What follows belongs to an exercise in optimizing a design on an open flow for small area, a short achievable clock period and few clock cycles per item; a production flow would make more cautious choices.
RTL that was checked went through simulation tests only; none was proved equivalent to the original.
The flow treats the clock pin as an ideal source. Dropping or thinning the clock tree relies on that and would not hold on a real chip.

## automaton
module automaton(
    input               clk,
    input               rst,
    input      [31:0]   rule,
    output reg [5:0]    row,
    output reg [5:0]    col,
    output reg          world_we,
    input               world_in,
    output reg          world_out,
    output reg          update_done);
    reg [17:0] sr;          
    reg [63:0] st;          
    reg        c0, c1;      
    reg        halo;        
    reg        first;       
    wire       is_read = ~world_we;
    wire [2:0] s_ = row[5:3];
    wire [2:0] j_ = row[2:0];
    wire       rh = is_read & halo;             
    wire       rd = is_read & ~halo;            
    wire       col0  = (col == 6'd0);
    wire       col63 = (col == 6'd63);
    wire       j7 = (j_ == 3'd7);
    wire [2:0] sd = rh ? (col63 ? 3'd0 : 3'd7) : {2'b00, j7} + {2'b00, ~is_read & col63};
    wire [5:0] nr_row = {s_ + sd, rh ? j_ : j_ + 3'd1};
  ...
Size in the first run: ~340 cells after synthesis, ~100 flip-flops, roughly 50 I/O pins, ~4200 µm² of cells after synthesis.
==> module automaton, before the edit <==
module automaton(
    input               clk,
    input               rst,
    input      [31:0]   rule,
    output reg [5:0]    row,
    output reg [5:0]    col,
    output reg          world_we,
    input               world_in,
    output reg          world_out,
    output reg          update_done);
    reg [17:0] sr;          
    reg [63:0] st;          
    reg        c0, c1;      
    reg        halo;        
    reg        first;       
    wire       is_read = ~world_we;
    wire [2:0] s_ = row[5:3];
    wire [2:0] j_ = row[2:0];
    wire       rh = is_read & halo;             
    wire       rd = is_read & ~halo;            
    wire       col0  = (col == 6'd0);
    wire       col63 = (col == 6'd63);
    wire       j7 = (j_ == 3'd7);
    wire [2:0] sd = rh ? (col63 ? 3'd0 : 3'd7) : {2'b00, j7} + {2'b00, ~is_read & col63};
    wire [5:0] nr_row = {s_ + sd, rh ? j_ : j_ + 3'd1};
    wire [5:0] nr_col = col + {5'd0, ~rd};
    wire       nr_halo = ~rh & j7;
    wire       mW    = rd ? (col == 6'd1) : col0;              
    wire       mN    = rh & (s_ == 3'd1);
    wire       mS    = ~rh & (j_ == 3'd6) & ((rd & col0) ? (s_ == 3'd0) : (s_ == 3'd7));
    wire       tS = is_read ? sr[6]  : sr[7];
    wire       tC = is_read ? sr[7]  : sr[8];
    wire       tN = is_read ? sr[8]  : sr[9];
    wire       tW = is_read ? sr[16] : sr[17];
    wire       bN = (rh ? st[63] : tN) & ~mN;
    wire       bW = tW & ~mW;
    wire       bS = tS & ~mS;
    wire       n0, n1;
    automaton_rule lut(.rule(rule), .idx({bN, bW, tC, bS}), .n0(n0), .n1(n1));
    wire       valid = ~halo & ~(first & col0);
    wire       ch0 = valid & (c0 ^ sr[8]);
    wire       ch1 = valid & ((col0 ? c0 : c1) ^ sr[8]);
    wire [5:0] wr_row = {col0 ? s_ - 3'd1 : s_, j_};
    wire       do_wr;
    wire [5:0] n_row, n_col;
    wire       n_halo;
    automaton_pick pick(.world_in(world_in), .ch0(ch0), .ch1(ch1),
                        .is_read(is_read & ~rst),
                        .wr({wr_row, col - 6'd1, 1'b0}),
                        .rd(rst ? 13'd0 : {nr_row, nr_col, nr_halo}),
                        .do_wr(do_wr), .nxt({n_row, n_col, n_halo}));
    always @(posedge clk) begin
        if (is_read)
            sr <= {sr[16:0], world_in};
        if (is_read & halo)
            st <= {st[62:0], sr[0]};
        world_out <= ~sr[8];
        row <= n_row;
        col <= n_col;
        halo <= n_halo;
        world_we <= do_wr;
        c0 <= n0;
        c1 <= n1;
        if (rst) begin
            first <= 1'b1;
            update_done <= 1'b0;
        end else begin
            first <= first & col0;
            update_done <= is_read & halo & ~first & (row == 6'd8) & (col == 6'd0);
        end
    end
endmodule
Settings: LEC_CHECK=0, ABC_AREA=1, CAP_MARGIN=20, CORE_MARGIN=2, CORE_UTILIZATION=50, GPL_ROUTABILITY_DRIVEN=1, GPL_TIMING_DRIVEN=1, PLACE_DENSITY=0.6, SLEW_MARGIN=20, SYNTH_HIERARCHICAL=1; clock period 10.0 ns.
standard.sh (not shown) runs the stock make flow with config.mk's settings and CLKGATE_MAP_FILE= SYNTH_SCRIPT=/design/flow/synth_recipe.tcl, a recipe that flattens the netlist after the stock synthesis.
==> flow/flow/run.sh <==
#!/bin/bash
set -euo pipefail
bash standard.sh SYNTH_SCRIPT=$(pwd)/flow/synth_own.tcl SETUP_SLACK_MARGIN=7.25 BUFFER_PORTS_ARGS="-buffer_cell sky130_fd_sc_hd__buf_1" PRE_CTS_TCL=$(pwd)/flow/own_cts.tcl  finish > standard.log 2>&1
Other scripts of this flow, unchanged in this note and not shown: flow/flow/abc_own.script, flow/flow/own_cts.tcl, flow/flow/synth_own.tcl
Testbench counts at the start, summed over its fixed seeds: cycles 2,499,633, generations 384.
Change:
--- a/flow/design.v
+++ b/flow/design.v
@@ -38,5 +38,5 @@
     wire [2:0] s_ = row[5:3];
     wire [2:0] j_ = row[2:0];
-    wire       rh = is_read & halo;             
+    wire       rh = halo;                       
     wire       rd = is_read & ~halo;            
     wire       col0  = (col == 6'd0);
@@ -44,5 +44,5 @@
     wire       j7 = (j_ == 3'd7);
     wire [2:0] sd = rh ? (col63 ? 3'd0 : 3'd7) : {2'b00, j7} + {2'b00, ~is_read & col63};
-    wire [5:0] nr_row = {s_ + sd, rh ? j_ : j_ + 3'd1};
+    wire [5:0] nr_row = {s_ + sd, rh ? 3'd0 : j_ + 3'd1};    
     wire [5:0] nr_col = col + {5'd0, ~rd};
     wire       nr_halo = ~rh & j7;
@@ -59,5 +59,5 @@
     wire       n0, n1;
     automaton_rule lut(.rule(rule), .idx({bN, bW, tC, bS}), .n0(n0), .n1(n1));
-    wire       valid = ~halo & ~(first & col0);
+    wire       valid = ~halo & ~first;
     wire       ch0 = valid & (c0 ^ sr[8]);
     wire       ch1 = valid & ((col0 ? c0 : c1) ^ sr[8]);
@@ -74,5 +74,5 @@
         if (is_read)
             sr <= {sr[16:0], world_in};
-        if (is_read & halo)
+        if (halo)
             st <= {st[62:0], sr[0]};
         world_out <= ~sr[8];
@@ -88,5 +88,5 @@
         end else begin
             first <= first & col0;
-            update_done <= is_read & halo & ~first & (row == 6'd8) & (col == 6'd0);
+            update_done <= halo & ~first & (s_ == 3'd1) & col0;
         end
     end
The changed run finished clean.
Area after synthesis came out lower slightly.
Wire length came out lower slightly.
Via count came out lower slightly.
Die area came out lower slightly.
Clock skew stays flat.
Global-route usage came out lower by 0.49 points.
Setup slack gets worse by 0.014 ns.
The RTL of the second run of this note was laid out without a check of its function. In every run of this note, the design's own scripts or RTL, not TritonCTS, make the clock network.

## afterwards: timing with drivers on the ports
How much do the figures lean on ideal ports? The routed layouts below were timed once more, with nothing changed but the port constraints.
Step 1 assumes that a clkbuf_16 drives the clock port and a buf_2 every other input.
Step 2 adds t to the input delays and takes it off the output delays; t is the mean of the earliest and latest rising clock arrival at the registers after step 1. Input paths then give back, and output paths get back, about the clock's delay inside the block.
a / b / c = no drivers / after step 1 / after step 2; a / b = the first two.
| run | shift t [ns] | setup slack, ns | worst setup path after step 2 | worst data-port slew with drivers (ns) |
|---|---|---|---|---|
| the first run | 0.222 | 7.289 / 7.218 / 7.188 | input to register | 0.04 |
| the second run | 0.227 | 7.275 / 7.202 / 7.160 | input to register | 0.03 |
After both steps every run listed still meets setup and hold. For the second run, which loses most, drivers alone change the setup slack by -0.073 ns; drivers and shift together by -0.115 ns.
